Background: an optimization exercise with open tools, aiming at small area, a short achievable clock period and few clock cycles per item. Do not read the settings as production practice. For this run, only the layout was checked, not whether the RTL still works.

==> design.v <==
module fir_top (
    input  wire       clk,
    input  wire       resetN,
    input  wire       sampleClk,
    input  wire [7:0] sample,
    output reg  [7:0] sum,
    output reg        dav
);
   reg [7:0] h1, h2, h3, h4, h5, h6, h7, h8;
   reg [8:0] s23, s14, s16;
   reg [9:0] m3;
   reg [19:0] t1, t2;
   reg [3:0] ic;
   wire busy = ~ic[3] | ~ic[2];
   wire en = sampleClk | busy;
   wire [7:0] xin = busy ? 8'd0 : sample;
   wire s_1, c_2;
   ha us_1 (h1[0], h2[0], s_1, c_2);
   wire s_3, c_4;
   ha us_3 (h1[1], h2[1], s_3, c_4);
   wire s_5, c_6;
   ha us_5 (h1[2], h2[2], s_5, c_6);
   wire s_7, c_8;
   ha us_7 (h1[3], h2[3], s_7, c_8);
   wire s_9, c_10;
   ha us_9 (h1[4], h2[4], s_9, c_10);
   wire s_11, c_12;
   ha us_11 (h1[5], h2[5], s_11, c_12);
   wire s_13, c_14;
   ha us_13 (h1[6], h2[6], s_13, c_14);
   wire s_15, c_16;
   ha us_15 (h1[7], h2[7], s_15, c_16);
   wire s_17, c_18;
   ha us_17 (h1[7], h2[7], s_17, c_18);
   wire G_19 = c_4 | (s_3 & c_2);
   wire G_21 = c_6 | (s_5 & c_4);
   wire P_22 = s_5 & s_3;
   wire G_23 = c_8 | (s_7 & c_6);
   wire P_24 = s_7 & s_5;
   wire G_25 = c_10 | (s_9 & c_8);
   wire P_26 = s_9 & s_7;
   wire G_27 = c_12 | (s_11 & c_10);
   wire P_28 = s_11 & s_9;
   wire G_29 = c_14 | (s_13 & c_12);
   wire P_30 = s_13 & s_11;
   wire G_31 = c_16 | (s_15 & c_14);
   wire P_32 = s_15 & s_13;
   wire G_33 = c_18 | (s_17 & c_16);
   wire P_34 = s_17 & s_15;
   wire G_35 = G_21 | (P_22 & c_2);
   wire G_37 = G_23 | (P_24 & G_19);
   wire G_39 = G_25 | (P_26 & G_21);
   wire P_40 = P_26 & P_22;
   wire G_41 = G_27 | (P_28 & G_23);
   wire P_42 = P_28 & P_24;
   wire G_43 = G_29 | (P_30 & G_25);
   wire P_44 = P_30 & P_26;
   wire G_45 = G_31 | (P_32 & G_27);
   wire P_46 = P_32 & P_28;
   wire G_47 = G_33 | (P_34 & G_29);
   wire P_48 = P_34 & P_30;
   wire G_49 = G_39 | (P_40 & c_2);
   wire G_51 = G_41 | (P_42 & G_19);
   wire G_53 = G_43 | (P_44 & G_35);
   wire G_55 = G_45 | (P_46 & G_37);
   wire G_57 = G_47 | (P_48 & G_39);
   wire P_58 = P_48 & P_40;
   wire G_59 = G_57 | (P_58 & c_2);
   wire [8:0] s23n;
   assign s23n[0] = ~(s_1);
   assign s23n[1] = ~(s_3 ^ c_2);
   assign s23n[2] = ~(s_5 ^ G_19);
   assign s23n[3] = ~(s_7 ^ G_35);
   assign s23n[4] = ~(s_9 ^ G_37);
   assign s23n[5] = ~(s_11 ^ G_49);
   assign s23n[6] = ~(s_13 ^ G_51);
   assign s23n[7] = ~(s_15 ^ G_53);
   assign s23n[8] = s_17 ^ G_55;
   wire s_61, c_62;
   ha us_61 (sample[0], h3[0], s_61, c_62);
   wire s_63, c_64;
   ha us_63 (sample[1], h3[1], s_63, c_64);
   wire s_65, c_66;
   ha us_65 (sample[2], h3[2], s_65, c_66);
   wire s_67, c_68;
   ha us_67 (sample[3], h3[3], s_67, c_68);
   wire s_69, c_70;
   ha us_69 (sample[4], h3[4], s_69, c_70);
   wire s_71, c_72;
   ha us_71 (sample[5], h3[5], s_71, c_72);
   wire s_73, c_74;
   ha us_73 (sample[6], h3[6], s_73, c_74);
   wire s_75, c_76;
   ha us_75 (sample[7], h3[7], s_75, c_76);
   wire s_77, c_78;
   ha us_77 (sample[7], h3[7], s_77, c_78);
   wire G_79 = c_64 | (s_63 & c_62);
   wire G_81 = c_66 | (s_65 & c_64);
   wire P_82 = s_65 & s_63;
   wire G_83 = c_68 | (s_67 & c_66);
   wire P_84 = s_67 & s_65;
   wire G_85 = c_70 | (s_69 & c_68);
   wire P_86 = s_69 & s_67;
   wire G_87 = c_72 | (s_71 & c_70);
   wire P_88 = s_71 & s_69;
   wire G_89 = c_74 | (s_73 & c_72);
   wire P_90 = s_73 & s_71;
   wire G_91 = c_76 | (s_75 & c_74);
   wire P_92 = s_75 & s_73;
   wire G_93 = c_78 | (s_77 & c_76);
   wire P_94 = s_77 & s_75;
   wire G_95 = G_81 | (P_82 & c_62);
   wire G_97 = G_83 | (P_84 & G_79);
   wire G_99 = G_85 | (P_86 & G_81);
   wire P_100 = P_86 & P_82;
   wire G_101 = G_87 | (P_88 & G_83);
   wire P_102 = P_88 & P_84;
   wire G_103 = G_89 | (P_90 & G_85);
   wire P_104 = P_90 & P_86;
   wire G_105 = G_91 | (P_92 & G_87);
   wire P_106 = P_92 & P_88;
   wire G_107 = G_93 | (P_94 & G_89);
   wire P_108 = P_94 & P_90;
   wire G_109 = G_99 | (P_100 & c_62);
   wire G_111 = G_101 | (P_102 & G_79);
   wire G_113 = G_103 | (P_104 & G_95);
   wire G_115 = G_105 | (P_106 & G_97);
   wire G_117 = G_107 | (P_108 & G_99);
   wire P_118 = P_108 & P_100;
   wire G_119 = G_117 | (P_118 & c_62);
   wire [8:0] s14nr;
   assign s14nr[0] = ~(s_61);
   assign s14nr[1] = ~(s_63 ^ c_62);
   assign s14nr[2] = ~(s_65 ^ G_79);
   assign s14nr[3] = ~(s_67 ^ G_95);
   assign s14nr[4] = ~(s_69 ^ G_97);
   assign s14nr[5] = ~(s_71 ^ G_109);
   assign s14nr[6] = ~(s_73 ^ G_111);
   assign s14nr[7] = ~(s_75 ^ G_113);
   assign s14nr[8] = s_77 ^ G_115;
   wire [8:0] s14n = busy ? 9'd255 : s14nr;
   wire s_121, c_122;
   ha us_121 (sample[0], h5[0], s_121, c_122);
   wire s_123, c_124;
   ha us_123 (sample[1], h5[1], s_123, c_124);
   wire s_125, c_126;
   ha us_125 (sample[2], h5[2], s_125, c_126);
   wire s_127, c_128;
   ha us_127 (sample[3], h5[3], s_127, c_128);
   wire s_129, c_130;
   ha us_129 (sample[4], h5[4], s_129, c_130);
   wire s_131, c_132;
   ha us_131 (sample[5], h5[5], s_131, c_132);
   wire s_133, c_134;
   ha us_133 (sample[6], h5[6], s_133, c_134);
   wire s_135, c_136;
   ha us_135 (sample[7], h5[7], s_135, c_136);
   wire s_137, c_138;
   ha us_137 (sample[7], h5[7], s_137, c_138);
   wire G_139 = c_124 | (s_123 & c_122);
   wire G_141 = c_126 | (s_125 & c_124);
   wire P_142 = s_125 & s_123;
   wire G_143 = c_128 | (s_127 & c_126);
   wire P_144 = s_127 & s_125;
   wire G_145 = c_130 | (s_129 & c_128);
   wire P_146 = s_129 & s_127;
   wire G_147 = c_132 | (s_131 & c_130);
   wire P_148 = s_131 & s_129;
   wire G_149 = c_134 | (s_133 & c_132);
   wire P_150 = s_133 & s_131;
   wire G_151 = c_136 | (s_135 & c_134);
   wire P_152 = s_135 & s_133;
   wire G_153 = c_138 | (s_137 & c_136);
   wire P_154 = s_137 & s_135;
   wire G_155 = G_141 | (P_142 & c_122);
   wire G_157 = G_143 | (P_144 & G_139);
   wire G_159 = G_145 | (P_146 & G_141);
   wire P_160 = P_146 & P_142;
   wire G_161 = G_147 | (P_148 & G_143);
   wire P_162 = P_148 & P_144;
   wire G_163 = G_149 | (P_150 & G_145);
   wire P_164 = P_150 & P_146;
   wire G_165 = G_151 | (P_152 & G_147);
   wire P_166 = P_152 & P_148;
   wire G_167 = G_153 | (P_154 & G_149);
   wire P_168 = P_154 & P_150;
   wire G_169 = G_159 | (P_160 & c_122);
   wire G_171 = G_161 | (P_162 & G_139);
   wire G_173 = G_163 | (P_164 & G_155);
   wire G_175 = G_165 | (P_166 & G_157);
   wire G_177 = G_167 | (P_168 & G_159);
   wire P_178 = P_168 & P_160;
   wire G_179 = G_177 | (P_178 & c_122);
   wire [8:0] s16nr;
   assign s16nr[0] = ~(s_121);
   assign s16nr[1] = ~(s_123 ^ c_122);
   assign s16nr[2] = ~(s_125 ^ G_139);
   assign s16nr[3] = ~(s_127 ^ G_155);
   assign s16nr[4] = ~(s_129 ^ G_157);
   assign s16nr[5] = ~(s_131 ^ G_169);
   assign s16nr[6] = ~(s_133 ^ G_171);
   assign s16nr[7] = ~(s_135 ^ G_173);
   assign s16nr[8] = s_137 ^ G_175;
   wire [8:0] s16n = busy ? 9'd255 : s16nr;
   wire s_181, c_182;
   ha us_181 (sample[1], sample[0], s_181, c_182);
   wire s_183, c_184;
   ha us_183 (sample[2], sample[1], s_183, c_184);
   wire s_185, c_186;
   ha us_185 (sample[3], sample[2], s_185, c_186);
   wire s_187, c_188;
   ha us_187 (sample[4], sample[3], s_187, c_188);
   wire s_189, c_190;
   ha us_189 (sample[5], sample[4], s_189, c_190);
   wire s_191, c_192;
   ha us_191 (sample[6], sample[5], s_191, c_192);
   wire s_193, c_194;
   ha us_193 (sample[7], sample[6], s_193, c_194);
   wire s_195, c_196;
   ha us_195 (sample[7], sample[7], s_195, c_196);
   wire s_197, c_198;
   ha us_197 (sample[7], sample[7], s_197, c_198);
   wire G_199 = c_182 | (s_181 & 1'b0);
   wire G_201 = c_184 | (s_183 & c_182);
   wire P_202 = s_183 & s_181;
   wire G_203 = c_186 | (s_185 & c_184);
   wire P_204 = s_185 & s_183;
   wire G_205 = c_188 | (s_187 & c_186);
   wire P_206 = s_187 & s_185;
   wire G_207 = c_190 | (s_189 & c_188);
   wire P_208 = s_189 & s_187;
   wire G_209 = c_192 | (s_191 & c_190);
   wire P_210 = s_191 & s_189;
   wire G_211 = c_194 | (s_193 & c_192);
   wire P_212 = s_193 & s_191;
   wire G_213 = c_196 | (s_195 & c_194);
   wire P_214 = s_195 & s_193;
   wire G_215 = c_198 | (s_197 & c_196);
   wire P_216 = s_197 & s_195;
   wire G_217 = G_201 | (P_202 & 1'b0);
   wire G_219 = G_203 | (P_204 & G_199);
   wire G_221 = G_205 | (P_206 & G_201);
   wire P_222 = P_206 & P_202;
   wire G_223 = G_207 | (P_208 & G_203);
   wire P_224 = P_208 & P_204;
   wire G_225 = G_209 | (P_210 & G_205);
   wire P_226 = P_210 & P_206;
   wire G_227 = G_211 | (P_212 & G_207);
   wire P_228 = P_212 & P_208;
   wire G_229 = G_213 | (P_214 & G_209);
   wire P_230 = P_214 & P_210;
   wire G_231 = G_215 | (P_216 & G_211);
   wire P_232 = P_216 & P_212;
   wire G_233 = G_221 | (P_222 & 1'b0);
   wire G_235 = G_223 | (P_224 & G_199);
   wire G_237 = G_225 | (P_226 & G_217);
   wire G_239 = G_227 | (P_228 & G_219);
   wire G_241 = G_229 | (P_230 & G_221);
   wire P_242 = P_230 & P_222;
   wire G_243 = G_231 | (P_232 & G_223);
   wire P_244 = P_232 & P_224;
   wire G_245 = G_241 | (P_242 & 1'b0);
   wire G_247 = G_243 | (P_244 & G_199);
   wire [9:0] m3nr;
   assign m3nr[0] = ~(sample[0]);
   assign m3nr[1] = ~(s_181 ^ 1'b0);
   assign m3nr[2] = ~(s_183 ^ G_199);
   assign m3nr[3] = ~(s_185 ^ G_217);
   assign m3nr[4] = ~(s_187 ^ G_219);
   assign m3nr[5] = ~(s_189 ^ G_233);
   assign m3nr[6] = ~(s_191 ^ G_235);
   assign m3nr[7] = ~(s_193 ^ G_237);
   assign m3nr[8] = ~(s_195 ^ G_239);
   assign m3nr[9] = s_197 ^ G_245;
   wire [9:0] m3n = busy ? 10'd511 : m3nr;
   wire s_249, c_250;
   fa us_249 (~s23[0], s14[1], 1'b1, s_249, c_250);
   wire s_251, c_252;
   fa us_251 (~s23[1], s14[2], s14[0], s_251, c_252);
   wire s_253, c_254;
   fa us_253 (~s23[2], s23[0], 1'b1, s_253, c_254);
   wire s_255, c_256;
   fa us_255 (s14[3], s14[1], c_252, s_255, c_256);
   wire s_257, c_258;
   fa us_257 (~s23[3], s23[1], 1'b1, s_257, c_258);
   wire s_259, c_260;
   fa us_259 (s14[4], s14[2], s14[0], s_259, c_260);
   wire s_261, c_262;
   fa us_261 (c_254, s_257, s_259, s_261, c_262);
   wire s_263, c_264;
   fa us_263 (~s23[4], s23[2], s14[5], s_263, c_264);
   wire s_265, c_266;
   fa us_265 (s14[3], s14[1], c_258, s_265, c_266);
   wire s_267, c_268;
   fa us_267 (c_260, s_263, c_262, s_267, c_268);
   wire s_269, c_270;
   fa us_269 (~s23[5], s23[3], s14[6], s_269, c_270);
   wire s_271, c_272;
   fa us_271 (s14[4], s14[2], c_264, s_271, c_272);
   wire s_273, c_274;
   fa us_273 (s_269, c_266, s_271, s_273, c_274);
   wire s_275, c_276;
   fa us_275 (~s23[6], s23[4], s23[0], s_275, c_276);
   wire s_277, c_278;
   fa us_277 (s14[7], s14[5], s14[3], s_277, c_278);
   wire s_279, c_280;
   fa us_279 (c_270, s_275, s_277, s_279, c_280);
   wire s_281, c_282;
   ha us_281 (c_272, s_279, s_281, c_282);
   wire s_283, c_284;
   fa us_283 (~s23[7], s23[5], 1'b1, s_283, c_284);
   wire s_285, c_286;
   fa us_285 (s23[1], s14[8], s14[6], s_285, c_286);
   wire s_287, c_288;
   fa us_287 (s14[4], ~s14[0], c_276, s_287, c_288);
   wire s_289, c_290;
   fa us_289 (c_278, s_283, s_285, s_289, c_290);
   wire s_291, c_292;
   fa us_291 (c_280, s_287, s_289, s_291, c_292);
   wire s_293, c_294;
   fa us_293 (~s23[8], s23[6], s23[2], s_293, c_294);
   wire s_295, c_296;
   fa us_295 (s14[7], s14[5], ~s14[1], s_295, c_296);
   wire s_297, c_298;
   fa us_297 (c_284, c_286, s_293, s_297, c_298);
   wire s_299, c_300;
   fa us_299 (s_295, c_288, c_290, s_299, c_300);
   wire s_301, c_302;
   fa us_301 (s_297, c_292, s_299, s_301, c_302);
   wire s_303, c_304;
   fa us_303 (s23[7], s23[3], 1'b1, s_303, c_304);
   wire s_305, c_306;
   fa us_305 (~s23[0], s14[8], s14[6], s_305, c_306);
   wire s_307, c_308;
   fa us_307 (~s14[2], c_294, c_296, s_307, c_308);
   wire s_309, c_310;
   fa us_309 (s_303, s_305, c_298, s_309, c_310);
   wire s_311, c_312;
   fa us_311 (s_307, c_300, s_309, s_311, c_312);
   wire s_313, c_314;
   fa us_313 (s23[8], s23[4], s14[7], s_313, c_314);
   wire s_315, c_316;
   fa us_315 (s23[1], s14[3], ~c_304, s_315, c_316);
   wire s_317, c_318;
   fa us_317 (c_306, s_313, c_308, s_317, c_318);
   wire s_319, c_320;
   fa us_319 (~s_315, c_310, s_317, s_319, c_320);
   wire s_321, c_322;
   fa us_321 (s23[5], ~s23[2], s14[8], s_321, c_322);
   wire s_323, c_324;
   fa us_323 (~s14[4], c_314, s_321, s_323, c_324);
   wire s_325, c_326;
   fa us_325 (~c_316, s_323, c_318, s_325, c_326);
   wire s_327, c_328;
   fa us_327 (s23[6], ~s23[3], 1'b1, s_327, c_328);
   wire s_329, c_330;
   fa us_329 (~s14[5], c_322, s_327, s_329, c_330);
   wire s_331, c_332;
   ha us_331 (c_324, s_329, s_331, c_332);
   wire s_333, c_334;
   fa us_333 (s23[7], ~s23[4], 1'b1, s_333, c_334);
   wire s_335, c_336;
   fa us_335 (~s14[6], c_328, s_333, s_335, c_336);
   wire s_337, c_338;
   ha us_337 (c_330, s_335, s_337, c_338);
   wire s_339, c_340;
   fa us_339 (s23[8], ~s23[5], 1'b1, s_339, c_340);
   wire s_341, c_342;
   fa us_341 (~s14[7], c_334, s_339, s_341, c_342);
   wire s_343, c_344;
   ha us_343 (c_336, s_341, s_343, c_344);
   wire s_345, c_346;
   ha us_345 (s23[6], s14[8], s_345, c_346);
   wire s_347, c_348;
   fa us_347 (~s_345, c_340, c_342, s_347, c_348);
   wire s_349, c_350;
   xr xs_349 (s23[7], c_346, s_349);
   nr ns_349 (s23[7], c_346, c_350);
   wire s_351, c_352;
   ha us_351 (s14[0], 1'b1, s_351, c_352);
   wire s_353, c_354;
   ha us_353 (c_250, s_251, s_353, c_354);
   wire s_355, c_356;
   ha us_355 (s_253, s_255, s_355, c_356);
   wire s_357, c_358;
   ha us_357 (c_256, s_261, s_357, c_358);
   wire s_359, c_360;
   ha us_359 (s_265, s_267, s_359, c_360);
   wire s_361, c_362;
   ha us_361 (c_268, s_273, s_361, c_362);
   wire s_363, c_364;
   ha us_363 (c_274, s_281, s_363, c_364);
   wire s_365, c_366;
   ha us_365 (c_282, s_291, s_365, c_366);
   wire s_367, c_368;
   ha us_367 (c_302, s_311, s_367, c_368);
   wire s_369, c_370;
   ha us_369 (c_312, s_319, s_369, c_370);
   wire s_371, c_372;
   ha us_371 (c_320, s_325, s_371, c_372);
   wire s_373, c_374;
   ha us_373 (c_326, s_331, s_373, c_374);
   wire s_375, c_376;
   ha us_375 (c_332, s_337, s_375, c_376);
   wire s_377, c_378;
   ha us_377 (c_338, s_343, s_377, c_378);
   wire s_379, c_380;
   ha us_379 (c_344, s_347, s_379, c_380);
   wire s_381, c_382;
   ha us_381 (c_348, s_349, s_381, c_382);
   wire s_383, c_384;
   xr xs_383 (s23[8], c_350, s_383);
   anb ns_383 (s23[8], c_350, c_384);
   wire G_385 = 1'b0 | (s_249 & c_352);
   wire G_387 = c_354 | (s_353 & 1'b0);
   wire P_388 = s_353 & s_249;
   wire G_389 = c_356 | (s_355 & c_354);
   wire P_390 = s_355 & s_353;
   wire G_391 = c_358 | (s_357 & c_356);
   wire P_392 = s_357 & s_355;
   wire G_393 = c_360 | (s_359 & c_358);
   wire P_394 = s_359 & s_357;
   wire G_395 = c_362 | (s_361 & c_360);
   wire P_396 = s_361 & s_359;
   wire G_397 = c_364 | (s_363 & c_362);
   wire P_398 = s_363 & s_361;
   wire G_399 = c_366 | (s_365 & c_364);
   wire P_400 = s_365 & s_363;
   wire G_401 = 1'b0 | (s_301 & c_366);
   wire P_402 = s_301 & s_365;
   wire G_403 = c_368 | (s_367 & 1'b0);
   wire P_404 = s_367 & s_301;
   wire G_405 = c_370 | (s_369 & c_368);
   wire P_406 = s_369 & s_367;
   wire G_407 = c_372 | (s_371 & c_370);
   wire P_408 = s_371 & s_369;
   wire G_409 = c_374 | (s_373 & c_372);
   wire P_410 = s_373 & s_371;
   wire G_411 = c_376 | (s_375 & c_374);
   wire P_412 = s_375 & s_373;
   wire G_413 = c_378 | (s_377 & c_376);
   wire P_414 = s_377 & s_375;
   wire G_415 = c_380 | (s_379 & c_378);
   wire P_416 = s_379 & s_377;
   wire G_417 = c_382 | (s_381 & c_380);
   wire P_418 = s_381 & s_379;
   wire G_419 = c_384 | (~s_383 & c_382);
   wire P_420 = ~s_383 & s_381;
   wire G_421 = 1'b0 | (1'b1 & c_384);
   wire P_422 = 1'b1 & ~s_383;
   wire G_423 = G_387 | (P_388 & c_352);
   wire G_425 = G_389 | (P_390 & G_385);
   wire G_427 = G_391 | (P_392 & G_387);
   wire P_428 = P_392 & P_388;
   wire G_429 = G_393 | (P_394 & G_389);
   wire P_430 = P_394 & P_390;
   wire G_431 = G_395 | (P_396 & G_391);
   wire P_432 = P_396 & P_392;
   wire G_433 = G_397 | (P_398 & G_393);
   wire P_434 = P_398 & P_394;
   wire G_435 = G_399 | (P_400 & G_395);
   wire P_436 = P_400 & P_396;
   wire G_437 = G_401 | (P_402 & G_397);
   wire P_438 = P_402 & P_398;
   wire G_439 = G_403 | (P_404 & G_399);
   wire P_440 = P_404 & P_400;
   wire G_441 = G_405 | (P_406 & G_401);
   wire P_442 = P_406 & P_402;
   wire G_443 = G_407 | (P_408 & G_403);
   wire P_444 = P_408 & P_404;
   wire G_445 = G_409 | (P_410 & G_405);
   wire P_446 = P_410 & P_406;
   wire G_447 = G_411 | (P_412 & G_407);
   wire P_448 = P_412 & P_408;
   wire G_449 = G_413 | (P_414 & G_409);
   wire P_450 = P_414 & P_410;
   wire G_451 = G_415 | (P_416 & G_411);
   wire P_452 = P_416 & P_412;
   wire G_453 = G_417 | (P_418 & G_413);
   wire P_454 = P_418 & P_414;
   wire G_455 = G_419 | (P_420 & G_415);
   wire P_456 = P_420 & P_416;
   wire G_457 = G_421 | (P_422 & G_417);
   wire P_458 = P_422 & P_418;
   wire G_459 = G_427 | (P_428 & c_352);
   wire G_461 = G_429 | (P_430 & G_385);
   wire G_463 = G_431 | (P_432 & G_423);
   wire G_465 = G_433 | (P_434 & G_425);
   wire G_467 = G_435 | (P_436 & G_427);
   wire P_468 = P_436 & P_428;
   wire G_469 = G_437 | (P_438 & G_429);
   wire P_470 = P_438 & P_430;
   wire G_471 = G_439 | (P_440 & G_431);
   wire P_472 = P_440 & P_432;
   wire G_473 = G_441 | (P_442 & G_433);
   wire P_474 = P_442 & P_434;
   wire G_475 = G_443 | (P_444 & G_435);
   wire P_476 = P_444 & P_436;
   wire G_477 = G_445 | (P_446 & G_437);
   wire P_478 = P_446 & P_438;
   wire G_479 = G_447 | (P_448 & G_439);
   wire P_480 = P_448 & P_440;
   wire G_481 = G_449 | (P_450 & G_441);
   wire P_482 = P_450 & P_442;
   wire G_483 = G_451 | (P_452 & G_443);
   wire P_484 = P_452 & P_444;
   wire G_485 = G_453 | (P_454 & G_445);
   wire P_486 = P_454 & P_446;
   wire G_487 = G_455 | (P_456 & G_447);
   wire P_488 = P_456 & P_448;
   wire G_489 = G_457 | (P_458 & G_449);
   wire P_490 = P_458 & P_450;
   wire G_491 = G_467 | (P_468 & c_352);
   wire G_493 = G_469 | (P_470 & G_385);
   wire G_495 = G_471 | (P_472 & G_423);
   wire G_497 = G_473 | (P_474 & G_425);
   wire G_499 = G_475 | (P_476 & G_459);
   wire G_501 = G_477 | (P_478 & G_461);
   wire G_503 = G_479 | (P_480 & G_463);
   wire G_505 = G_481 | (P_482 & G_465);
   wire G_507 = G_483 | (P_484 & G_467);
   wire P_508 = P_484 & P_468;
   wire G_509 = G_485 | (P_486 & G_469);
   wire P_510 = P_486 & P_470;
   wire G_511 = G_487 | (P_488 & G_471);
   wire P_512 = P_488 & P_472;
   wire G_513 = G_489 | (P_490 & G_473);
   wire P_514 = P_490 & P_474;
   wire G_515 = G_507 | (P_508 & c_352);
   wire G_517 = G_509 | (P_510 & G_385);
   wire G_519 = G_511 | (P_512 & G_423);
   wire G_521 = G_513 | (P_514 & G_425);
   wire [19:0] t2n;
   assign t2n[0] = s_351;
   assign t2n[1] = s_249 ^ c_352;
   assign t2n[2] = s_353 ^ G_385;
   assign t2n[3] = s_355 ^ G_423;
   assign t2n[4] = s_357 ^ G_425;
   assign t2n[5] = s_359 ^ G_459;
   assign t2n[6] = s_361 ^ G_461;
   assign t2n[7] = s_363 ^ G_463;
   assign t2n[8] = s_365 ^ G_465;
   assign t2n[9] = s_301 ^ G_491;
   assign t2n[10] = s_367 ^ G_493;
   assign t2n[11] = s_369 ^ G_495;
   assign t2n[12] = s_371 ^ G_497;
   assign t2n[13] = s_373 ^ G_499;
   assign t2n[14] = s_375 ^ G_501;
   assign t2n[15] = s_377 ^ G_503;
   assign t2n[16] = s_379 ^ G_505;
   assign t2n[17] = s_381 ^ G_515;
   assign t2n[18] = ~s_383 ^ G_517;
   assign t2n[19] = ~(1'b1 ^ G_519);
   wire s_523, c_524;
   fa us_523 (t2[2], s16[0], ~h7[2], s_523, c_524);
   wire s_525, c_526;
   fa us_525 (t2[3], s16[1], h7[0], s_525, c_526);
   wire s_527, c_528;
   fa us_527 (~h7[3], h8[0], c_524, s_527, c_528);
   wire s_529, c_530;
   fa us_529 (t2[4], s16[2], s16[0], s_529, c_530);
   wire s_531, c_532;
   fa us_531 (~h7[4], h7[1], h8[1], s_531, c_532);
   wire s_533, c_534;
   fa us_533 (c_526, s_529, s_531, s_533, c_534);
   wire s_535, c_536;
   fa us_535 (t2[5], s16[3], s16[1], s_535, c_536);
   wire s_537, c_538;
   fa us_537 (h7[5], ~h7[2], h7[0], s_537, c_538);
   wire s_539, c_540;
   fa us_539 (h8[2], c_530, c_532, s_539, c_540);
   wire s_541, c_542;
   fa us_541 (s_535, ~s_537, c_534, s_541, c_542);
   wire s_543, c_544;
   fa us_543 (t2[6], s16[4], s16[2], s_543, c_544);
   wire s_545, c_546;
   fa us_545 (s16[0], h7[3], h8[3], s_545, c_546);
   wire s_547, c_548;
   fa us_547 (h7[6], h7[1], ~c_536, s_547, c_548);
   wire s_549, c_550;
   fa us_549 (~c_538, s_543, s_545, s_549, c_550);
   wire s_551, c_552;
   fa us_551 (c_540, ~s_547, s_549, s_551, c_552);
   wire s_553, c_554;
   fa us_553 (t2[7], s16[5], s16[3], s_553, c_554);
   wire s_555, c_556;
   fa us_555 (s16[1], h7[7], h7[4], s_555, c_556);
   wire s_557, c_558;
   fa us_557 (~h7[2], h8[4], c_544, s_557, c_558);
   wire s_559, c_560;
   fa us_559 (c_546, s_553, s_555, s_559, c_560);
   wire s_561, c_562;
   fa us_561 (~c_548, c_550, s_557, s_561, c_562);
   wire s_563, c_564;
   fa us_563 (s_559, c_552, s_561, s_563, c_564);
   wire s_565, c_566;
   fa us_565 (t2[8], s16[6], s16[4], s_565, c_566);
   wire s_567, c_568;
   fa us_567 (s16[2], h7[5], h8[5], s_567, c_568);
   wire s_569, c_570;
   fa us_569 (~h7[3], c_554, c_556, s_569, c_570);
   wire s_571, c_572;
   fa us_571 (s_565, s_567, c_558, s_571, c_572);
   wire s_573, c_574;
   fa us_573 (c_560, s_569, c_562, s_573, c_574);
   wire s_575, c_576;
   fa us_575 (s_571, c_564, s_573, s_575, c_576);
   wire s_577, c_578;
   fa us_577 (t2[9], s16[7], s16[5], s_577, c_578);
   wire s_579, c_580;
   fa us_579 (s16[3], h7[6], h8[6], s_579, c_580);
   wire s_581, c_582;
   fa us_581 (~h7[4], c_566, c_568, s_581, c_582);
   wire s_583, c_584;
   fa us_583 (s_577, s_579, c_570, s_583, c_584);
   wire s_585, c_586;
   fa us_585 (s_581, c_572, s_583, s_585, c_586);
   wire s_587, c_588;
   ha us_587 (c_574, s_585, s_587, c_588);
   wire s_589, c_590;
   fa us_589 (t2[10], s16[8], s16[6], s_589, c_590);
   wire s_591, c_592;
   fa us_591 (~s16[4], h7[7], h7[5], s_591, c_592);
   wire s_593, c_594;
   fa us_593 (~h8[7], c_578, c_580, s_593, c_594);
   wire s_595, c_596;
   fa us_595 (s_589, ~s_591, c_582, s_595, c_596);
   wire s_597, c_598;
   fa us_597 (s_593, c_584, s_595, s_597, c_598);
   wire s_599, c_600;
   ha us_599 (c_586, s_597, s_599, c_600);
   wire s_601, c_602;
   fa us_601 (t2[11], s16[7], s16[5], s_601, c_602);
   wire s_603, c_604;
   fa us_603 (h7[6], ~c_590, c_592, s_603, c_604);
   wire s_605, c_606;
   fa us_605 (s_601, c_594, ~s_603, s_605, c_606);
   wire s_607, c_608;
   fa us_607 (c_596, s_605, c_598, s_607, c_608);
   wire s_609, c_610;
   fa us_609 (t2[12], s16[8], s16[6], s_609, c_610);
   wire s_611, c_612;
   fa us_611 (h7[7], c_602, s_609, s_611, c_612);
   wire s_613, c_614;
   fa us_613 (~c_604, s_611, c_606, s_613, c_614);
   wire s_615, c_616;
   fa us_615 (t2[13], s16[7], c_610, s_615, c_616);
   wire s_617, c_618;
   ha us_617 (c_612, s_615, s_617, c_618);
   wire s_619, c_620;
   fa us_619 (t2[14], s16[8], c_616, s_619, c_620);
   wire s_621, c_622;
   xr xs_621 (t2[0], h7[0], s_621);
   anb ns_621 (h7[0], t2[0], c_622);
   wire s_623, c_624;
   xr xs_623 (t2[1], h7[1], s_623);
   anb ns_623 (h7[1], t2[1], c_624);
   wire s_625, c_626;
   ha us_625 (s_525, s_527, s_625, c_626);
   wire s_627, c_628;
   ha us_627 (c_528, s_533, s_627, c_628);
   wire s_629, c_630;
   ha us_629 (s_539, s_541, s_629, c_630);
   wire s_631, c_632;
   ha us_631 (c_542, s_551, s_631, c_632);
   wire s_633, c_634;
   ha us_633 (c_576, s_587, s_633, c_634);
   wire s_635, c_636;
   ha us_635 (c_588, s_599, s_635, c_636);
   wire s_637, c_638;
   ha us_637 (c_600, s_607, s_637, c_638);
   wire s_639, c_640;
   ha us_639 (c_608, s_613, s_639, c_640);
   wire s_641, c_642;
   ha us_641 (c_614, s_617, s_641, c_642);
   wire s_643, c_644;
   ha us_643 (c_618, s_619, s_643, c_644);
   wire s_645, c_646;
   ha us_645 (t2[15], c_620, s_645, c_646);
   wire G_647 = c_624 | (~s_623 & c_622);
   wire G_649 = 1'b0 | (s_523 & c_624);
   wire P_650 = s_523 & ~s_623;
   wire G_651 = c_626 | (s_625 & 1'b0);
   wire P_652 = s_625 & s_523;
   wire G_653 = c_628 | (s_627 & c_626);
   wire P_654 = s_627 & s_625;
   wire G_655 = c_630 | (s_629 & c_628);
   wire P_656 = s_629 & s_627;
   wire G_657 = c_632 | (s_631 & c_630);
   wire P_658 = s_631 & s_629;
   wire G_659 = 1'b0 | (s_563 & c_632);
   wire P_660 = s_563 & s_631;
   wire G_661 = 1'b0 | (s_575 & 1'b0);
   wire P_662 = s_575 & s_563;
   wire G_663 = c_634 | (s_633 & 1'b0);
   wire P_664 = s_633 & s_575;
   wire G_665 = c_636 | (s_635 & c_634);
   wire P_666 = s_635 & s_633;
   wire G_667 = c_638 | (s_637 & c_636);
   wire P_668 = s_637 & s_635;
   wire G_669 = c_640 | (s_639 & c_638);
   wire P_670 = s_639 & s_637;
   wire G_671 = c_642 | (s_641 & c_640);
   wire P_672 = s_641 & s_639;
   wire G_673 = c_644 | (s_643 & c_642);
   wire P_674 = s_643 & s_641;
   wire G_675 = c_646 | (s_645 & c_644);
   wire P_676 = s_645 & s_643;
   wire G_677 = 1'b0 | (t2[16] & c_646);
   wire P_678 = t2[16] & s_645;
   wire G_679 = 1'b0 | (t2[17] & 1'b0);
   wire P_680 = t2[17] & t2[16];
   wire G_681 = 1'b0 | (t2[18] & 1'b0);
   wire P_682 = t2[18] & t2[17];
   wire G_683 = 1'b0 | (t2[19] & 1'b0);
   wire P_684 = t2[19] & t2[18];
   wire G_685 = G_649 | (P_650 & c_622);
   wire G_687 = G_651 | (P_652 & G_647);
   wire G_689 = G_653 | (P_654 & G_649);
   wire P_690 = P_654 & P_650;
   wire G_691 = G_655 | (P_656 & G_651);
   wire P_692 = P_656 & P_652;
   wire G_693 = G_657 | (P_658 & G_653);
   wire P_694 = P_658 & P_654;
   wire G_695 = G_659 | (P_660 & G_655);
   wire P_696 = P_660 & P_656;
   wire G_697 = G_661 | (P_662 & G_657);
   wire P_698 = P_662 & P_658;
   wire G_699 = G_663 | (P_664 & G_659);
   wire P_700 = P_664 & P_660;
   wire G_701 = G_665 | (P_666 & G_661);
   wire P_702 = P_666 & P_662;
   wire G_703 = G_667 | (P_668 & G_663);
   wire P_704 = P_668 & P_664;
   wire G_705 = G_669 | (P_670 & G_665);
   wire P_706 = P_670 & P_666;
   wire G_707 = G_671 | (P_672 & G_667);
   wire P_708 = P_672 & P_668;
   wire G_709 = G_673 | (P_674 & G_669);
   wire P_710 = P_674 & P_670;
   wire G_711 = G_675 | (P_676 & G_671);
   wire P_712 = P_676 & P_672;
   wire G_713 = G_677 | (P_678 & G_673);
   wire P_714 = P_678 & P_674;
   wire G_715 = G_679 | (P_680 & G_675);
   wire P_716 = P_680 & P_676;
   wire G_717 = G_681 | (P_682 & G_677);
   wire P_718 = P_682 & P_678;
   wire G_719 = G_683 | (P_684 & G_679);
   wire P_720 = P_684 & P_680;
   wire G_721 = G_689 | (P_690 & c_622);
   wire G_723 = G_691 | (P_692 & G_647);
   wire G_725 = G_693 | (P_694 & G_685);
   wire G_727 = G_695 | (P_696 & G_687);
   wire G_729 = G_697 | (P_698 & G_689);
   wire P_730 = P_698 & P_690;
   wire G_731 = G_699 | (P_700 & G_691);
   wire P_732 = P_700 & P_692;
   wire G_733 = G_701 | (P_702 & G_693);
   wire P_734 = P_702 & P_694;
   wire G_735 = G_703 | (P_704 & G_695);
   wire P_736 = P_704 & P_696;
   wire G_737 = G_705 | (P_706 & G_697);
   wire P_738 = P_706 & P_698;
   wire G_739 = G_707 | (P_708 & G_699);
   wire P_740 = P_708 & P_700;
   wire G_741 = G_709 | (P_710 & G_701);
   wire P_742 = P_710 & P_702;
   wire G_743 = G_711 | (P_712 & G_703);
   wire P_744 = P_712 & P_704;
   wire G_745 = G_713 | (P_714 & G_705);
   wire P_746 = P_714 & P_706;
   wire G_747 = G_715 | (P_716 & G_707);
   wire P_748 = P_716 & P_708;
   wire G_749 = G_717 | (P_718 & G_709);
   wire P_750 = P_718 & P_710;
   wire G_751 = G_719 | (P_720 & G_711);
   wire P_752 = P_720 & P_712;
   wire G_753 = G_729 | (P_730 & c_622);
   wire G_755 = G_731 | (P_732 & G_647);
   wire G_757 = G_733 | (P_734 & G_685);
   wire G_759 = G_735 | (P_736 & G_687);
   wire G_761 = G_737 | (P_738 & G_721);
   wire G_763 = G_739 | (P_740 & G_723);
   wire G_765 = G_741 | (P_742 & G_725);
   wire G_767 = G_743 | (P_744 & G_727);
   wire G_769 = G_745 | (P_746 & G_729);
   wire P_770 = P_746 & P_730;
   wire G_771 = G_747 | (P_748 & G_731);
   wire P_772 = P_748 & P_732;
   wire G_773 = G_749 | (P_750 & G_733);
   wire P_774 = P_750 & P_734;
   wire G_775 = G_751 | (P_752 & G_735);
   wire P_776 = P_752 & P_736;
   wire G_777 = G_769 | (P_770 & c_622);
   wire G_779 = G_771 | (P_772 & G_647);
   wire G_781 = G_773 | (P_774 & G_685);
   wire G_783 = G_775 | (P_776 & G_687);
   wire [19:0] t1n;
   assign t1n[0] = ~s_621;
   assign t1n[1] = ~s_623 ^ c_622;
   assign t1n[2] = s_523 ^ G_647;
   assign t1n[3] = s_625 ^ G_685;
   assign t1n[4] = s_627 ^ G_687;
   assign t1n[5] = s_629 ^ G_721;
   assign t1n[6] = s_631 ^ G_723;
   assign t1n[7] = s_563 ^ G_725;
   assign t1n[8] = s_575 ^ G_727;
   assign t1n[9] = s_633 ^ G_753;
   assign t1n[10] = s_635 ^ G_755;
   assign t1n[11] = s_637 ^ G_757;
   assign t1n[12] = s_639 ^ G_759;
   assign t1n[13] = s_641 ^ G_761;
   assign t1n[14] = s_643 ^ G_763;
   assign t1n[15] = s_645 ^ G_765;
   assign t1n[16] = t2[16] ^ G_767;
   assign t1n[17] = t2[17] ^ G_777;
   assign t1n[18] = t2[18] ^ G_779;
   assign t1n[19] = ~(t2[19] ^ G_781);
   wire s_785, c_786;
   fa us_785 (t1[3], m3[0], ~h1[3], s_785, c_786);
   wire s_787, c_788;
   fa us_787 (t1[4], m3[1], ~h1[4], s_787, c_788);
   wire s_789, c_790;
   fa us_789 (t1[5], m3[2], ~h1[5], s_789, c_790);
   wire s_791, c_792;
   fa us_791 (t1[6], m3[3], ~h1[6], s_791, c_792);
   wire s_793, c_794;
   fa us_793 (t1[7], m3[4], h1[7], s_793, c_794);
   wire s_795, c_796;
   ha us_795 (t1[8], m3[5], s_795, c_796);
   wire s_797, c_798;
   ha us_797 (t1[9], m3[6], s_797, c_798);
   wire s_799, c_800;
   ha us_799 (t1[10], m3[7], s_799, c_800);
   wire s_801, c_802;
   ha us_801 (t1[11], m3[8], s_801, c_802);
   wire s_803, c_804;
   ha us_803 (t1[12], m3[9], s_803, c_804);
   wire s_805, c_806;
   xr xs_805 (t1[0], h1[0], s_805);
   anb ns_805 (h1[0], t1[0], c_806);
   wire s_807, c_808;
   xr xs_807 (t1[1], h1[1], s_807);
   anb ns_807 (h1[1], t1[1], c_808);
   wire s_809, c_810;
   xr xs_809 (t1[2], h1[2], s_809);
   anb ns_809 (h1[2], t1[2], c_810);
   wire s_811, c_812;
   ha us_811 (c_786, s_787, s_811, c_812);
   wire s_813, c_814;
   ha us_813 (c_788, s_789, s_813, c_814);
   wire s_815, c_816;
   ha us_815 (c_790, s_791, s_815, c_816);
   wire s_817, c_818;
   ha us_817 (c_792, s_793, s_817, c_818);
   wire s_819, c_820;
   ha us_819 (c_794, s_795, s_819, c_820);
   wire s_821, c_822;
   ha us_821 (c_796, s_797, s_821, c_822);
   wire s_823, c_824;
   ha us_823 (c_798, s_799, s_823, c_824);
   wire s_825, c_826;
   ha us_825 (c_800, s_801, s_825, c_826);
   wire s_827, c_828;
   ha us_827 (c_802, s_803, s_827, c_828);
   wire s_829, c_830;
   ha us_829 (t1[13], c_804, s_829, c_830);
   wire G_831 = c_808 | (~s_807 & c_806);
   wire G_833 = c_810 | (~s_809 & c_808);
   wire P_834 = ~s_809 & ~s_807;
   wire G_835 = 1'b0 | (s_785 & c_810);
   wire P_836 = s_785 & ~s_809;
   wire G_837 = c_812 | (s_811 & 1'b0);
   wire P_838 = s_811 & s_785;
   wire G_839 = c_814 | (s_813 & c_812);
   wire P_840 = s_813 & s_811;
   wire G_841 = c_816 | (s_815 & c_814);
   wire P_842 = s_815 & s_813;
   wire G_843 = c_818 | (s_817 & c_816);
   wire P_844 = s_817 & s_815;
   wire G_845 = c_820 | (s_819 & c_818);
   wire P_846 = s_819 & s_817;
   wire G_847 = c_822 | (s_821 & c_820);
   wire P_848 = s_821 & s_819;
   wire G_849 = c_824 | (s_823 & c_822);
   wire P_850 = s_823 & s_821;
   wire G_851 = c_826 | (s_825 & c_824);
   wire P_852 = s_825 & s_823;
   wire G_853 = c_828 | (s_827 & c_826);
   wire P_854 = s_827 & s_825;
   wire G_855 = c_830 | (s_829 & c_828);
   wire P_856 = s_829 & s_827;
   wire G_857 = 1'b0 | (t1[14] & c_830);
   wire P_858 = t1[14] & s_829;
   wire G_859 = 1'b0 | (t1[15] & 1'b0);
   wire P_860 = t1[15] & t1[14];
   wire G_861 = 1'b0 | (t1[16] & 1'b0);
   wire P_862 = t1[16] & t1[15];
   wire G_863 = 1'b0 | (t1[17] & 1'b0);
   wire P_864 = t1[17] & t1[16];
   wire G_865 = 1'b0 | (t1[18] & 1'b0);
   wire P_866 = t1[18] & t1[17];
   wire G_867 = 1'b0 | (t1[19] & 1'b0);
   wire P_868 = t1[19] & t1[18];
   wire G_869 = G_833 | (P_834 & c_806);
   wire G_871 = G_835 | (P_836 & G_831);
   wire G_873 = G_837 | (P_838 & G_833);
   wire P_874 = P_838 & P_834;
   wire G_875 = G_839 | (P_840 & G_835);
   wire P_876 = P_840 & P_836;
   wire G_877 = G_841 | (P_842 & G_837);
   wire P_878 = P_842 & P_838;
   wire G_879 = G_843 | (P_844 & G_839);
   wire P_880 = P_844 & P_840;
   wire G_881 = G_845 | (P_846 & G_841);
   wire P_882 = P_846 & P_842;
   wire G_883 = G_847 | (P_848 & G_843);
   wire P_884 = P_848 & P_844;
   wire G_885 = G_849 | (P_850 & G_845);
   wire P_886 = P_850 & P_846;
   wire G_887 = G_851 | (P_852 & G_847);
   wire P_888 = P_852 & P_848;
   wire G_889 = G_853 | (P_854 & G_849);
   wire P_890 = P_854 & P_850;
   wire G_891 = G_855 | (P_856 & G_851);
   wire P_892 = P_856 & P_852;
   wire G_893 = G_857 | (P_858 & G_853);
   wire P_894 = P_858 & P_854;
   wire G_895 = G_859 | (P_860 & G_855);
   wire P_896 = P_860 & P_856;
   wire G_897 = G_861 | (P_862 & G_857);
   wire P_898 = P_862 & P_858;
   wire G_899 = G_863 | (P_864 & G_859);
   wire P_900 = P_864 & P_860;
   wire G_901 = G_865 | (P_866 & G_861);
   wire P_902 = P_866 & P_862;
   wire G_903 = G_867 | (P_868 & G_863);
   wire P_904 = P_868 & P_864;
   wire G_905 = G_873 | (P_874 & c_806);
   wire G_907 = G_875 | (P_876 & G_831);
   wire G_909 = G_877 | (P_878 & G_869);
   wire G_911 = G_879 | (P_880 & G_871);
   wire G_913 = G_881 | (P_882 & G_873);
   wire P_914 = P_882 & P_874;
   wire G_915 = G_883 | (P_884 & G_875);
   wire P_916 = P_884 & P_876;
   wire G_917 = G_885 | (P_886 & G_877);
   wire P_918 = P_886 & P_878;
   wire G_919 = G_887 | (P_888 & G_879);
   wire P_920 = P_888 & P_880;
   wire G_921 = G_889 | (P_890 & G_881);
   wire P_922 = P_890 & P_882;
   wire G_923 = G_891 | (P_892 & G_883);
   wire P_924 = P_892 & P_884;
   wire G_925 = G_893 | (P_894 & G_885);
   wire P_926 = P_894 & P_886;
   wire G_927 = G_895 | (P_896 & G_887);
   wire P_928 = P_896 & P_888;
   wire G_929 = G_897 | (P_898 & G_889);
   wire P_930 = P_898 & P_890;
   wire G_931 = G_899 | (P_900 & G_891);
   wire P_932 = P_900 & P_892;
   wire G_933 = G_901 | (P_902 & G_893);
   wire P_934 = P_902 & P_894;
   wire G_935 = G_903 | (P_904 & G_895);
   wire P_936 = P_904 & P_896;
   wire G_937 = G_913 | (P_914 & c_806);
   wire G_939 = G_915 | (P_916 & G_831);
   wire G_941 = G_917 | (P_918 & G_869);
   wire G_943 = G_919 | (P_920 & G_871);
   wire G_945 = G_921 | (P_922 & G_905);
   wire G_947 = G_923 | (P_924 & G_907);
   wire G_949 = G_925 | (P_926 & G_909);
   wire G_951 = G_927 | (P_928 & G_911);
   wire G_953 = G_929 | (P_930 & G_913);
   wire P_954 = P_930 & P_914;
   wire G_955 = G_931 | (P_932 & G_915);
   wire P_956 = P_932 & P_916;
   wire G_957 = G_933 | (P_934 & G_917);
   wire P_958 = P_934 & P_918;
   wire G_959 = G_935 | (P_936 & G_919);
   wire P_960 = P_936 & P_920;
   wire G_961 = G_953 | (P_954 & c_806);
   wire G_963 = G_955 | (P_956 & G_831);
   wire G_965 = G_957 | (P_958 & G_869);
   wire G_967 = G_959 | (P_960 & G_871);
   wire [19:0] r;
   assign r[0] = ~s_805;
   assign r[1] = ~s_807 ^ c_806;
   assign r[2] = ~s_809 ^ G_831;
   assign r[3] = s_785 ^ G_869;
   assign r[4] = s_811 ^ G_871;
   assign r[5] = s_813 ^ G_905;
   assign r[6] = s_815 ^ G_907;
   assign r[7] = s_817 ^ G_909;
   assign r[8] = s_819 ^ G_911;
   assign r[9] = s_821 ^ G_937;
   assign r[10] = s_823 ^ G_939;
   assign r[11] = s_825 ^ G_941;
   assign r[12] = s_827 ^ G_943;
   assign r[13] = s_829 ^ G_945;
   assign r[14] = t1[14] ^ G_947;
   assign r[15] = t1[15] ^ G_949;
   assign r[16] = t1[16] ^ G_951;
   assign r[17] = t1[17] ^ G_961;
   assign r[18] = t1[18] ^ G_963;
   assign r[19] = t1[19] ^ G_965;
   wire c7;
   carry7 uc7 (r[9:3], sample[6:0], c7);
   wire [8:0] rh = r[19:11];
   wire [7:0] rh1 = rh[7:0] + 8'd1;
   wire signed [8:0] rs = rh;
   wire [3:0] sp = {rs >= 9'sd127, rs >= 9'sd128, rs >= 9'sd128, rs >= 9'sd129};
   wire [3:0] sn = {rs < -9'sd129, rs < -9'sd128, rs < -9'sd128, rs < -9'sd127};
   wire [7:0] out0, out1, sumNext;
   outn uo0 (r[10], sample[7], 1'b0, rh[7:0], rh1, sp, sn, out0);
   outn uo1 (r[10], sample[7], 1'b1, rh[7:0], rh1, sp, sn, out1);
   mux8 uom (c7, out0, out1, sumNext);
   always @(posedge clk, negedge resetN)
     if (!resetN) begin
        ic <= 4'd0;
        dav <= 1'b0;
     end else begin
        if (busy) ic <= ic + 4'd1;
        dav <= sampleClk & ~busy;
     end
   always @(posedge clk) begin
      sum <= sumNext;
      if (en) begin
         t1 <= t1n; t2 <= t2n;
         s23 <= s23n; s14 <= s14n; s16 <= s16n;
         m3 <= m3n;
         h1 <= xin; h2 <= h1; h3 <= h2; h4 <= h3;
         h5 <= h4; h6 <= h5; h7 <= h6; h8 <= h7;
      end
   end
endmodule
module carry7 (input [6:0] a, input [6:0] b, output c);
   wire [7:0] s = {1'b0, a} + {1'b0, b};
   assign c = s[7];
endmodule
module outn (input r7, input x7, input c, input [7:0] v0, input [7:0] v1,
             input [3:0] sp, input [3:0] sn, output [7:0] o);
   wire [3:0] k;
   assign k[0] = ~r7 & x7 & ~c;
   assign k[1] = (r7 & x7 & ~c) | (~r7 & ~x7 & ~c) | (~r7 & x7 & c);
   assign k[2] = (r7 & ~x7 & ~c) | (r7 & x7 & c) | (~r7 & ~x7 & c);
   assign k[3] = r7 & ~x7 & c;
   wire up = k[2] | k[3];
   assign o = |(k & sp) ? 8'h7f : |(k & sn) ? 8'h80 : up ? v1 : v0;
endmodule
module mux8 (input s, input [7:0] a, input [7:0] b, output [7:0] y);
   assign y = s ? b : a;
endmodule
module fa (input a, input b, input c, output s, output co);
   assign s = a ^ b ^ c;
   assign co = (a & b) | (a & c) | (b & c);
endmodule
module ha (input a, input b, output s, output co);
   assign s = a ^ b;
   assign co = a & b;
endmodule
module xr (input a, input b, output y);
   assign y = a ^ b;
endmodule
module nr (input a, input b, output y);
   assign y = ~(a | b);
endmodule
module anb (input a, input b, output y);
   assign y = ~a & b;
endmodule
==> run.sh <==
#!/bin/bash
# synth_recipe.tcl (not shown) runs the flow's synth.tcl, then flattens the netlist and writes it again
# the make line also repeats each setting of config.mk as NAME=value (left out here)
make -C /OpenROAD-flow-scripts/flow DESIGN_CONFIG=/design/flow/config.mk WORK_HOME=/design/flow/orfs CLKGATE_MAP_FILE= SYNTH_SCRIPT=/design/flow/synth_recipe.tcl finish
==> config.mk <==
export PLATFORM = sky130hd
export DESIGN_NAME = fir_top
export DESIGN_NICKNAME = fir_top
export VERILOG_FILES = /design/flow/design.v
export SDC_FILE = /design/flow/constraint.sdc
export NUM_CORES = 4
export LEC_CHECK = 0
export CAP_MARGIN = 20
export CORE_MARGIN = 2
export CORE_UTILIZATION = 65
export CTS_BUF_LIST = sky130_fd_sc_hd__clkbuf_8
export CTS_CLUSTER_SIZE = 30
export SETUP_SLACK_MARGIN = 5
export SLEW_MARGIN = 20
export SYNTH_HIERARCHICAL = 1
==> constraint.sdc <==
create_clock -name core_clock -period 10.0 [get_ports {clk}]
set_input_delay 2.0000 -clock core_clock [delete_from_list [all_inputs] [get_ports {clk}]]
set_output_delay 2.0000 -clock core_clock [all_outputs]
set_load 0.01 [all_outputs]
==> notes.md <==
-- sequential cells by signal (all words and copies together) (netlist names), 4 cells and up --
| name | flops |
|---|---|
| ic | 4 |
| s14 | 9 |
| h8 | 8 |
| h7 | 8 |
| h5 | 8 |
| s16 | 9 |
| h1 | 8 |
| t1 | 20 |
| s23 | 9 |
| h3 | 8 |
| h4 | 8 |
| m3 | 10 |
| sum | 8 |
| h6 | 8 |
| t2 | 20 |
| h2 | 8 |
-- area by class of cell --
| class | instances | area share, % |
|---|---|---|
| clock buffers | 17 | 1.87 |
| clock inverters | 15 | 1.30 |
| inverters | 80 | 2.40 |
| multi-input cells | 716 | 54.1 |
| flip-flops and latches | 154 | 36.1 |
| well taps | 225 | 2.25 |
| repair buffers | 25 | 1.97 |
-- Yosys stat by module (local to each module, per instance) --
module | cell area [sq um] | times used
xr | 8.76 | 6
fa | 20.0 | 96
mux8 | 131 | 1
carry7 | 125 | 1
anb | 13.8 | 6
nr | 3.75 | 1
outn | 388 | 2
fir_top | 7460 | 1
ha | 12.5 | 86
-- layout by cell type (no fill, tap or decap), drive strengths merged, types with 20 or more instances in the layout --
cell type,netlist,routed
xnor2,49,49
nand2,48,48
nor3,20,20
edfxtp,141,141
a21oi,57,57
xor2,26,26
ha,101,101
o21ai,49,49
inv,80,86
nor2,25,25
nand3,22,22
fa,96,96
-- cells in the mapped netlist, types with 6 or more instances --
cell type  count
nand2_1       48
o21ai_0       28
a21oi_1       55
buf_6          6
xnor2_1       49
o21a_1        18
inv_1         80
a31oi_1        8
clkbuf_1       6
o21ai_1       18
mux2i_1       16
xor2_1        24
nor2_1        25
nand3b_1      13
ha_1         101
a21o_1        12
fa_1          96
nand3_1       22
mux2_4        10
edfxtp_1     141
nor2b_4        7
nor3_1        20
and3_1        18
nor2b_1        8
nand2b_1      10
dfxtp_1        8
-- through the flow --
step	cell area [sq um]	utilization (%)
2_1_floorplan	11700	-
3_3_place_gp	12100	69.3
3_5_place_dp	12100	69.3
4_1_cts	12500	71.6
5_1_grt	12500	71.9
6_report	12500	71.9
-- routing by layer --
metal  part of all wire [%]  vias to the layer above
li1                       -                     3470
met1                     43                     3681
met2                     50                      182
met3                    4.3                       39
met4                    2.6                        2
met5                  0.041                        -
-- worst reg2reg max path: cells and delay by family, from the launching register on --
family                     cells  cell delay (ps)
AOI/OAI and AO/OA              8             1870
xor gates and xnor gates       1              160
adders and majority gates      3             1010
muxes                          2              420
DFF                            1              450
buffers and inverters          1              110
and+or+nand+nor                2              630
-- repair_timing --
action,in CTS,in global routing
buffers inserted,0,2
hold buffers,0,0
resized for setup,0,5
endpoints found under the setup margin,0,8
hold endpoints to repair,0,0
-- cells by family after synthesis --
logic type               count (synthesis)
other                                    2
adder cells (fa/ha/maj)                197
buffers and inverters                   95
multiplexers                            30
AO/OA/AOI/OAI                          188
AND/OR/NAND/NOR                        207
XOR/XNOR                                75
flip-flops                             154
-- path summary, 6_finish.rpt --
check	startpoint	to	slack, ps	cells past startpoint
min in group asynchronous	resetN	ic[1]	1750	1
max in group asynchronous	resetN	dav	8060	1
min	h4[2]	h5[2]	420	0
max	h1[5]	sum[2]	5240	17
min reg2reg	h4[2]	h5[2]	420	0
max reg2reg	h1[5]	sum[2]	5240	17
==> impl_results.md <==
* Period utilization at 47.6%
* Final hold slack at around 420 ps
* Gr usage total at around 28%
* Crit Path Category: reg -> reg
* Routed vias at ~7.4k
* Vias per cell at 5.99
* Sequential cell area at roughly 0.0045 sq mm
* Area contributors post-synth: edfxtp_1, fa_1, ha_1
* Area taken by multi-input logic gates at 0.00678 sq mm
* Drt pass-1 iters at 5
* Synth Area in Adders at 27.4%
* Family with the most delay on the worst path: compound AO/OA/AOI/OAI gates
* CP endpoint kind: flip-flop
* Residual DRC at 0
* Die height at 138 um
* Syn. warnings at 7
* Netlist cell types at 74
* Die width at approximately 140 um
* Post-Synth Simple-Gate Area at about a tenth
* Top cell type's share of synthesized area at around 36%
* Post-Syn Instances at roughly 950
* Compound-cell area share of the yosys netlist at 11.1%
* Mux contribution to synthesized area at just over 3%
* Path type of the worst min-delay path: reg -> reg
* Antenna violations before repair at 1
* Register area share after synthesis at about two fifths
* Share of cells above drive strength 1 at about a tenth
* Clock sinks at roughly 150
* Worst endpoint data arrival time at 5110 ps
* Max-slew violations at 0
* Total buffers and inverters traversed by the critical path at 1
* Post-route setup slack at 5240 ps
* Met1 Use GR at between 30% and 40%
* F_max at ~210 MHz
* First-pass GRT wire length at about 39000 um
* Unrepaired setup endpoints after global routing: false
* Worst-Margin Slew at ~800 ps
* Fin cells at ~1.2k
* Final hold violations at 0
* Largest fanout on the critical path at 8
* Die area at roughly 0.019 sq mm
* Total grt overflow at 0
* Flops & latches, synth at between 150 and 200
* Largest family of logic cells by synthesized area: adder cells
* Max Cap Viol at 0
* Rel. slew slack at 46.4%
* Total CTS buffers at 17
* Most used DFF post-synth: edfxtp_1
* Mapped Area at 0.0116 sq mm
* Required time of the critical path at 10350 ps
* DRT Wirelength at roughly 25000 um
* Antenna Diode Count at 0
* Final worst path period need at roughly 4800 ps
* Number of global-route vias before repair at ~7.6k
* Grt met2 use at between 40% and 50%
* Clock Latency Late Sink at between 400 and 500 ps
* Crit-path slowest cell: or4b_1
* Worst path max stage delay at about 520 ps
* Critical path startpoint category: flip-flop
* H-tree depth at 4
* Ports at 20
* Post-synth EDFFs at about 140
* Site Rows at 48
* Drt wl/cell at between 15 and 20 um
* Layout area overhead at 7.68%
* Routability cong. at 0.897
* Mean Syn Cell Area at about 12 sq um
* XOR/XNOR share of the synthesized area at 5.78%
* Async S/R FF share, synth at roughly 3.2%
* Grt peak-use layer: met2
* FILL cells at between 1k and 1.5k
* Pre-CTS WS at slightly above 5000 ps
* Critical-path cell list: inv_1, fa_1, ha_1, a21o_2, a21oi_2, o21ai_4, a21o_2, a21oi_2, xnor2_2, ha_1, or4b_1, a32o_1, mux2i_1, nand2_1, a221oi_4, o21ai_1, mux2_4
* Initial core utilization at 66.8%
* CTS root buffer: clkbuf_8
* Endpoints failing setup at 0
* Largest net degree at the start of global routing at a little over 90
* IO buf count at 19
* Initial DRC count at between 400 and 500
* Placed Cells at 1197
* HPWL Detailed at between 15000 and 20000 um
* Final TNS setup at 0 ps
* Core area at between 0.015 and 0.02 sq mm
* Leading area contributor after synthesis: edfxtp_1
* CTS tree: done
* Status: complete, no violations
* Clock Skew at 17.0 ps
* Nets at 1202
* Final ANT Viol Nets at 0
* CTS max path bufs at 2
* Global Route met3 Usage at 6.25%
* Clock-pin slew on the worst setup and hold paths at 90 ps

afterwards: timing with drivers on the ports:
The flow's constraints put no driver on any port. The routed layout listed below was extracted and timed again, unchanged, in two steps. Step 1 (the two cells are an assumption about what drives the block):
set clk [get_ports {clk}]
set_driving_cell -lib_cell sky130_fd_sc_hd__clkbuf_16 $clk
set_driving_cell -lib_cell sky130_fd_sc_hd__buf_2 [delete_from_list [all_inputs] $clk]
Step 2 adds t to the input delays and takes it off the output delays; t is the mean of the earliest and latest rising clock arrival at the registers after step 1. Input paths then give back, and output paths get back, about the clock's delay inside the block. Three values: no drivers, after step 1, after step 2; two values: the first two.
t, ns: 0.500
setup WS [ns]: 5.245 / 5.245 / 5.123
latest minus earliest clock arrival (ns): 0.018 / 0.018
worst slew at a driven data input, ns: 0.05
After both steps this run still meets setup and hold. The setup slack of this run moves by 0.000 ns with the drivers and by -0.122 ns with both steps.
